This is an optimization exercise on Yosys and OpenROAD, whose aim is small area and a short achievable clock period, not a production implementation.
Where RTL was checked, it was by simulation tests only, not by an equivalence proof against the original.

==> trial 43: inputs <==
// qpsk_demod
module qpsk_demod (
    input         clk,
    input         rst,
    input  [15:0] in_i,
    input  [15:0] in_q,
    output [15:0] i_sync,
    output [15:0] q_sync,
    output        bit_sync,
    output [31:0] sym_iq
);
  reg [6:0] cnt;
  always @(posedge clk or posedge rst)
    if (rst) cnt <= 7'd0;
    else if (!cnt[6]) cnt <= cnt + 7'd1;
  wire run7  = cnt[6] | (|cnt[5:3]) | (&cnt[2:0]);
  wire run64 = cnt[6];
  reg  [15:0] re_o, im_o;             
  wire [15:0] plus  = re_o[15] ? (16'd0 - im_o) : im_o;
  wire [15:0] minus = im_o[15] ? (16'd0 - re_o) : re_o;
  reg  [16:0] pdg;
  always @(posedge clk) pdg <= {plus[15], plus} - {minus[15], minus};
  reg  [16:0] pdr;
  always @(posedge clk or posedge rst)
    if (rst) pdr <= 17'd0;
    else     pdr <= pdg;
  reg  [17*64-1:0] dl;                
  always @(posedge clk) dl <= {dl[17*63-1:0], pdr};
  wire [16:0] old = run64 ? dl[17*64-1:17*63] : 17'd0;
  reg  [22:0] sum;
  always @(posedge clk or posedge rst)
    if (rst) sum <= 23'd0;
    else     sum <= sum + {{6{pdr[16]}}, pdr} - {{6{old[16]}}, old};
  reg  [22:0] sum_d;
  always @(posedge clk) sum_d <= sum;
  reg  [25:0] acc;
  always @(posedge clk or posedge rst)
    if (rst) acc <= 26'd0;
    else     acc <= acc - {{3{sum_d[22]}}, sum_d};
  reg  [9:0] a1, a2, a3;
  always @(posedge clk) begin
    a1 <= acc[25:16]; a2 <= a1; a3 <= a2;
  end
  wire       big = a3[7] & (|a3[6:0]);
  reg  [7:0] mf;
  reg  [1:0] qd4;
  reg        sw4;
  always @(posedge clk) begin
    mf  <= big ? (8'd0 - a3[7:0]) : a3[7:0];
    qd4 <= a3[9:8];
    sw4 <= big ^ a3[8];
  end
  reg [14:0] ts, tc;
  always @(*) begin
    case (mf)
      8'd0: begin ts = 15'd0; tc = 15'd32767; end
      8'd1: begin ts = 15'd201; tc = 15'd32766; end
      8'd2: begin ts = 15'd402; tc = 15'd32765; end
      8'd3: begin ts = 15'd603; tc = 15'd32761; end
      8'd4: begin ts = 15'd804; tc = 15'd32757; end
      8'd5: begin ts = 15'd1005; tc = 15'd32752; end
      8'd6: begin ts = 15'd1206; tc = 15'd32745; end
      8'd7: begin ts = 15'd1407; tc = 15'd32737; end
      8'd8: begin ts = 15'd1608; tc = 15'd32728; end
      8'd9: begin ts = 15'd1809; tc = 15'd32717; end
      8'd10: begin ts = 15'd2009; tc = 15'd32705; end
  ...
export LEC_CHECK = 0
export CAP_MARGIN = 20
export CORE_MARGIN = 2
export CORE_UTILIZATION = 40
export SETUP_SLACK_MARGIN = 5
export SLEW_MARGIN = 20
export SYNTH_HIERARCHICAL = 1
export SYNTH_MEMORY_MAX_BITS = 65536
create_clock -name core_clock -period 8.5 [get_ports {clk}]
run.sh (not shown) runs the stock make flow with config.mk's settings and CLKGATE_MAP_FILE= SYNTH_SCRIPT=/design/flow/synth_recipe.tcl, a recipe that flattens the netlist after the stock synthesis.
==> trial 86 (differences from trial 43) <==
--- a/flow/design.v
+++ b/flow/design.v
@@ -250,25 +250,29 @@
     if (rst) cnt <= 7'd0;
     else if (!cnt[6]) cnt <= cnt + 7'd1;
   wire run7  = cnt[6] | (|cnt[5:3]) | (&cnt[2:0]);
   wire run64 = cnt[6];
   reg  [15:0] re_o, im_o;             
-  wire [15:0] plus  = re_o[15] ? (16'd0 - im_o) : im_o;
-  wire [15:0] minus = im_o[15] ? (16'd0 - re_o) : re_o;
+  wire        si = re_o[15], sq = im_o[15];
+  wire [15:0] pa = im_o ^ {16{si}};
+  wire [15:0] pb = ~(re_o ^ {16{sq}});
+  wire [16:0] pds = {pa[15], pa} + {pb[15], pb} + {15'd0, si} + {15'd0, ~sq};
+  wire        ovp = si & (im_o == 16'h8000);
+  wire        ovm = sq & (re_o == 16'h8000);
   reg  [16:0] pdg;
-  always @(posedge clk) pdg <= {plus[15], plus} - {minus[15], minus};
-  reg  [16:0] pdr;
-  always @(posedge clk or posedge rst)
-    if (rst) pdr <= 17'd0;
-    else     pdr <= pdg;
-  reg  [17*64-1:0] dl;                
-  always @(posedge clk) dl <= {dl[17*63-1:0], pdr};
+  always @(posedge clk) pdg <= {pds[16] ^ ovp ^ ovm, pds[15:0]};
+  reg  [17*64-1:0] dl;
+  always @(posedge clk) dl <= {dl[17*63-1:0], pdg};
   wire [16:0] old = run64 ? dl[17*64-1:17*63] : 17'd0;
+  reg  [17:0] x;
+  always @(posedge clk or posedge rst)
+    if (rst) x <= 18'd0;
+    else     x <= {pdg[16], pdg} - {old[16], old};
   reg  [22:0] sum;
   always @(posedge clk or posedge rst)
     if (rst) sum <= 23'd0;
-    else     sum <= sum + {{6{pdr[16]}}, pdr} - {{6{old[16]}}, old};
+    else     sum <= sum + {{5{x[17]}}, x};
   reg  [22:0] sum_d;
   always @(posedge clk) sum_d <= sum;
   reg  [25:0] acc;
   always @(posedge clk or posedge rst)
     if (rst) acc <= 26'd0;
@@ -3257,19 +3261,22 @@
   reg im_r1812_q; assign im_r1812 = im_r1812_q;
   reg im_r1813_q; assign im_r1813 = im_r1813_q;
   reg im_r1814_q; assign im_r1814 = im_r1814_q;
   wire [32:0] re_a = {re5_c970, re5_c968, re5_c966, re5_c964, re5_c962, re5_c960, re5_c958, re5_c956, re5_c954, re5_c952, re5_c950, re5_c948, re5_c946, re5_c944, re5_c942, re5_c940, re5_c938, re5_c936, re5_c934, re5_c932, re5_c930, re5_c928, re5_c926, re5_c924, re5_c922, re5_c920, re5_c918, re5_c916, re5_c914, re5_c912, re5_c910, re5_c908, re5_s907};
   wire [32:0] re_b = {re4_c906, re5_s969, re5_s967, re5_s965, re5_s963, re5_s961, re5_s959, re5_s957, re5_s955, re5_s953, re5_s951, re5_s949, re5_s947, re5_s945, re5_s943, re5_s941, re5_s939, re5_s937, re5_s935, re5_s933, re5_s931, re5_s929, re5_s927, re5_s925, re5_s923, re5_s921, re5_s919, re5_s917, re5_s915, re5_s913, re5_s911, re5_s909, re_r724};
-  wire [32:0] re_s = re_a + re_b;
+  wire [17:0] re_lo = {1'b0, re_a[16:0]} + {1'b0, re_b[16:0]};
   wire [32:0] im_a = {im5_c1940, im5_c1938, im5_c1936, im5_c1934, im5_c1932, im5_c1930, im5_c1928, im5_c1926, im5_c1924, im5_c1922, im5_c1920, im5_c1918, im5_c1916, im5_c1914, im5_c1912, im5_c1910, im5_c1908, im5_c1906, im5_c1904, im5_c1902, im5_c1900, im5_c1898, im5_c1896, im5_c1894, im5_c1892, im5_c1890, im5_c1888, im5_c1886, im5_c1884, im5_c1882, im5_c1880, im5_c1878, im5_s1877};
   wire [32:0] im_b = {im4_c1876, im5_s1939, im5_s1937, im5_s1935, im5_s1933, im5_s1931, im5_s1929, im5_s1927, im5_s1925, im5_s1923, im5_s1921, im5_s1919, im5_s1917, im5_s1915, im5_s1913, im5_s1911, im5_s1909, im5_s1907, im5_s1905, im5_s1903, im5_s1901, im5_s1899, im5_s1897, im5_s1895, im5_s1893, im5_s1891, im5_s1889, im5_s1887, im5_s1885, im5_s1883, im5_s1881, im5_s1879, im_r1694};
-  wire [32:0] im_s = im_a + im_b;
-  reg [15:0] re_h, im_h;
+  wire [17:0] im_lo = {1'b0, im_a[16:0]} + {1'b0, im_b[16:0]};
+  reg [15:0] re_ha, re_hb, im_ha, im_hb;
+  reg        re_c, im_c;
   always @(posedge clk) begin
-    re_h <= re_s[32:17];
-    im_h <= im_s[32:17];
+    re_ha <= re_a[32:17]; re_hb <= re_b[32:17]; re_c <= re_lo[17];
+    im_ha <= im_a[32:17]; im_hb <= im_b[32:17]; im_c <= im_lo[17];
   end
+  wire [15:0] re_h = re_ha + re_hb + {15'd0, re_c};
+  wire [15:0] im_h = im_ha + im_hb + {15'd0, im_c};
   always @(posedge clk or posedge rst)
     if (rst) begin
       re_o <= 16'd0;
       im_o <= 16'd0;
     end else begin
==> flow/flow/run.sh (new file) <==
#!/bin/bash
set -euo pipefail
bash standard.sh SETUP_SLACK_MARGIN=5.5 finish > flow_standard.log 2>&1
==> flow/standard.sh (new file) <==
#!/bin/bash
# synth_recipe.tcl (not shown) runs the flow's synth.tcl, then flattens the netlist and writes it again
# the make line also repeats each setting of config.mk as NAME=value (left out here)
make -C /OpenROAD-flow-scripts/flow DESIGN_CONFIG=/design/flow/config.mk WORK_HOME=/design/flow/orfs CLKGATE_MAP_FILE= SYNTH_SCRIPT=/design/flow/synth_recipe.tcl "${@:-finish}"
Settings changed: CORE_UTILIZATION 40 to 50, CTS_CLUSTER_DIAMETER set to 100, CTS_CLUSTER_SIZE set to 25.
removed: flow/run.sh
==> trial 95 (differences from trial 43) <==
--- a/flow/design.v
+++ b/flow/design.v
@@ -250,25 +250,29 @@
     if (rst) cnt <= 7'd0;
     else if (!cnt[6]) cnt <= cnt + 7'd1;
   wire run7  = cnt[6] | (|cnt[5:3]) | (&cnt[2:0]);
   wire run64 = cnt[6];
   reg  [15:0] re_o, im_o;             
-  wire [15:0] plus  = re_o[15] ? (16'd0 - im_o) : im_o;
-  wire [15:0] minus = im_o[15] ? (16'd0 - re_o) : re_o;
+  wire        si = re_o[15], sq = im_o[15];
+  wire [15:0] pa = im_o ^ {16{si}};
+  wire [15:0] pb = ~(re_o ^ {16{sq}});
+  wire [16:0] pds = {pa[15], pa} + {pb[15], pb} + {15'd0, si} + {15'd0, ~sq};
+  wire        ovp = si & (im_o == 16'h8000);
+  wire        ovm = sq & (re_o == 16'h8000);
   reg  [16:0] pdg;
-  always @(posedge clk) pdg <= {plus[15], plus} - {minus[15], minus};
-  reg  [16:0] pdr;
-  always @(posedge clk or posedge rst)
-    if (rst) pdr <= 17'd0;
-    else     pdr <= pdg;
-  reg  [17*64-1:0] dl;                
-  always @(posedge clk) dl <= {dl[17*63-1:0], pdr};
+  always @(posedge clk) pdg <= {pds[16] ^ ovp ^ ovm, pds[15:0]};
+  reg  [17*64-1:0] dl;
+  always @(posedge clk) dl <= {dl[17*63-1:0], pdg};
   wire [16:0] old = run64 ? dl[17*64-1:17*63] : 17'd0;
+  reg  [17:0] x;
+  always @(posedge clk or posedge rst)
+    if (rst) x <= 18'd0;
+    else     x <= {pdg[16], pdg} - {old[16], old};
   reg  [22:0] sum;
   always @(posedge clk or posedge rst)
     if (rst) sum <= 23'd0;
-    else     sum <= sum + {{6{pdr[16]}}, pdr} - {{6{old[16]}}, old};
+    else     sum <= sum + {{5{x[17]}}, x};
   reg  [22:0] sum_d;
   always @(posedge clk) sum_d <= sum;
   reg  [25:0] acc;
   always @(posedge clk or posedge rst)
     if (rst) acc <= 26'd0;
@@ -3257,19 +3261,22 @@
   reg im_r1812_q; assign im_r1812 = im_r1812_q;
   reg im_r1813_q; assign im_r1813 = im_r1813_q;
   reg im_r1814_q; assign im_r1814 = im_r1814_q;
   wire [32:0] re_a = {re5_c970, re5_c968, re5_c966, re5_c964, re5_c962, re5_c960, re5_c958, re5_c956, re5_c954, re5_c952, re5_c950, re5_c948, re5_c946, re5_c944, re5_c942, re5_c940, re5_c938, re5_c936, re5_c934, re5_c932, re5_c930, re5_c928, re5_c926, re5_c924, re5_c922, re5_c920, re5_c918, re5_c916, re5_c914, re5_c912, re5_c910, re5_c908, re5_s907};
   wire [32:0] re_b = {re4_c906, re5_s969, re5_s967, re5_s965, re5_s963, re5_s961, re5_s959, re5_s957, re5_s955, re5_s953, re5_s951, re5_s949, re5_s947, re5_s945, re5_s943, re5_s941, re5_s939, re5_s937, re5_s935, re5_s933, re5_s931, re5_s929, re5_s927, re5_s925, re5_s923, re5_s921, re5_s919, re5_s917, re5_s915, re5_s913, re5_s911, re5_s909, re_r724};
-  wire [32:0] re_s = re_a + re_b;
+  wire [17:0] re_lo = {1'b0, re_a[16:0]} + {1'b0, re_b[16:0]};
   wire [32:0] im_a = {im5_c1940, im5_c1938, im5_c1936, im5_c1934, im5_c1932, im5_c1930, im5_c1928, im5_c1926, im5_c1924, im5_c1922, im5_c1920, im5_c1918, im5_c1916, im5_c1914, im5_c1912, im5_c1910, im5_c1908, im5_c1906, im5_c1904, im5_c1902, im5_c1900, im5_c1898, im5_c1896, im5_c1894, im5_c1892, im5_c1890, im5_c1888, im5_c1886, im5_c1884, im5_c1882, im5_c1880, im5_c1878, im5_s1877};
   wire [32:0] im_b = {im4_c1876, im5_s1939, im5_s1937, im5_s1935, im5_s1933, im5_s1931, im5_s1929, im5_s1927, im5_s1925, im5_s1923, im5_s1921, im5_s1919, im5_s1917, im5_s1915, im5_s1913, im5_s1911, im5_s1909, im5_s1907, im5_s1905, im5_s1903, im5_s1901, im5_s1899, im5_s1897, im5_s1895, im5_s1893, im5_s1891, im5_s1889, im5_s1887, im5_s1885, im5_s1883, im5_s1881, im5_s1879, im_r1694};
-  wire [32:0] im_s = im_a + im_b;
-  reg [15:0] re_h, im_h;
+  wire [17:0] im_lo = {1'b0, im_a[16:0]} + {1'b0, im_b[16:0]};
+  reg [15:0] re_ha, re_hb, im_ha, im_hb;
+  reg        re_c, im_c;
   always @(posedge clk) begin
-    re_h <= re_s[32:17];
-    im_h <= im_s[32:17];
+    re_ha <= re_a[32:17]; re_hb <= re_b[32:17]; re_c <= re_lo[17];
+    im_ha <= im_a[32:17]; im_hb <= im_b[32:17]; im_c <= im_lo[17];
   end
+  wire [15:0] re_h = re_ha + re_hb + {15'd0, re_c};
+  wire [15:0] im_h = im_ha + im_hb + {15'd0, im_c};
   always @(posedge clk or posedge rst)
     if (rst) begin
       re_o <= 16'd0;
       im_o <= 16'd0;
     end else begin
==> flow/flow/run.sh (new file) <==
#!/bin/bash
set -euo pipefail
bash standard.sh SETUP_SLACK_MARGIN=5.3 finish > flow_standard.log 2>&1
==> flow/standard.sh (new file) <==
#!/bin/bash
# synth_recipe.tcl (not shown) runs the flow's synth.tcl, then flattens the netlist and writes it again
# the make line also repeats each setting of config.mk as NAME=value (left out here)
make -C /OpenROAD-flow-scripts/flow DESIGN_CONFIG=/design/flow/config.mk WORK_HOME=/design/flow/orfs CLKGATE_MAP_FILE= SYNTH_SCRIPT=/design/flow/synth_recipe.tcl "${@:-finish}"
Settings changed: CORE_UTILIZATION 40 to 50, CTS_CLUSTER_DIAMETER set to 100, CTS_CLUSTER_SIZE set to 25.
removed: flow/run.sh
==> trial 56 (differences from trial 43) <==
Settings changed: ABC_CLOCK_PERIOD_IN_PS set to 3000.
==> summary.txt <==
The run finished with no timing, DRC or antenna violations. The logs give 106 for the count of clock-net buffers in the final layout and 3800 ps for the data arrival at the endpoint of the critical path. Clock tree synthesis found a total of 1764 sinks. The proportion of cell area occupied by registers works out to 47.5%.

Based on the critical path, the design can be clocked at up to 315 MHz. The maximum cell stage delay along the critical path is 590 ps, and the number of inserted filler cells in the final layout is 11500. The critical path runs through a total of 8 cells.

After clock tree synthesis, the clock-pin slew on the worst setup and hold paths is 100 ps.
[end of results for trial 95]
==> summary.txt <==
Across the whole layout, storage elements make up 45.4% of the cell area. Maximum cell stage delay along the critical path: 540 ps. For the count of clock-net buffers in the final layout, the log shows 221. The tools report the data arrival at the endpoint of the critical path as 4290 ps. The number of inserted filler cells in the final layout is 15200. Number of clock sinks seen by CTS: 1729. The worst hold path terminates at dl[219]. The flow ran to the end and the layout has no timing, DRC or antenna violations. The highest achievable clock rate was 275 MHz.

The critical path crosses 13 cells after its start point.

Clock-pin slew of the registers on the worst-case setup and hold paths: 60 ps.
[end of results for trial 43]
==> summary.txt <==
The layout has 104 clock buffers. The highest achievable clock rate is 311 MHz. The layout has 11100 filler cells. The number of clock sinks seen by CTS was 1764; the data arrival at the endpoint of the critical path was 3830 ps.

The run finished with no timing, DRC or antenna violations. The clock-pin slew of the registers on the worst-case setup and hold paths was 100 ps. In the final layout, flip-flops and latches take up 45.6% of the cell area.
[end of results for trial 86]
==> summary.txt <==
The number of inserted filler cells in the final layout was 15200.

Derived from the worst setup path, the maximum achievable clock frequency is 275 MHz. The data arrival at the endpoint of the critical path was 4290 ps; the proportion of cell area occupied by registers was 45.4%. The total number of cells along the worst setup path is 13, and the number of clock sinks seen by CTS is 1729. The run finished with no timing, DRC or antenna violations.
[end of results for trial 56]
Only the layout flow was run in trial 43 and trial 56; the RTL was not checked for function there.

-- what the ideal ports hide --
The flow's constraints put no driver on any port. The routed layouts listed below were extracted and timed again, unchanged, in two steps.
Step 1, drivers: a clkbuf_16 drives clk and a buf_2 each remaining input, both assumed.
Step 2, shift: input delay + t, output delay - t, t = (earliest + latest rising clock arrival at the registers) / 2. This alone moves slack from input paths to output paths.
a / b / c = ideal ports / drivers / drivers and shift; a / b = the first two.
run | shift t [ns] | setup WS [ns] | hold slack, ns | worst setup path at the end | worst register clock-pin slew, ns
trial 43 | 0.859 | 4.868 / 4.868 / 4.868 | 0.269 / 0.269 / 0.269 | register to register | 0.08 / 0.08
trial 86 | 0.816 | 5.284 / 5.284 / 5.013 | 0.317 / 0.317 / 0.317 | input, reset recovery | 0.11 / 0.11
trial 95 | 0.788 | 5.323 / 5.263 / 5.073 | 0.306 / 0.306 / 0.306 | input, reset recovery | 0.11 / 0.11
trial 56 | 0.859 | 4.868 / 4.868 / 4.868 | 0.269 / 0.269 / 0.269 | register to register | 0.08 / 0.08
After both steps setup and hold are still met in every run listed. The setup slack of trial 86, which loses most, moves by 0.000 ns with the drivers and by -0.271 ns with both steps. The worst setup slack also covers recovery checks on asynchronous resets.
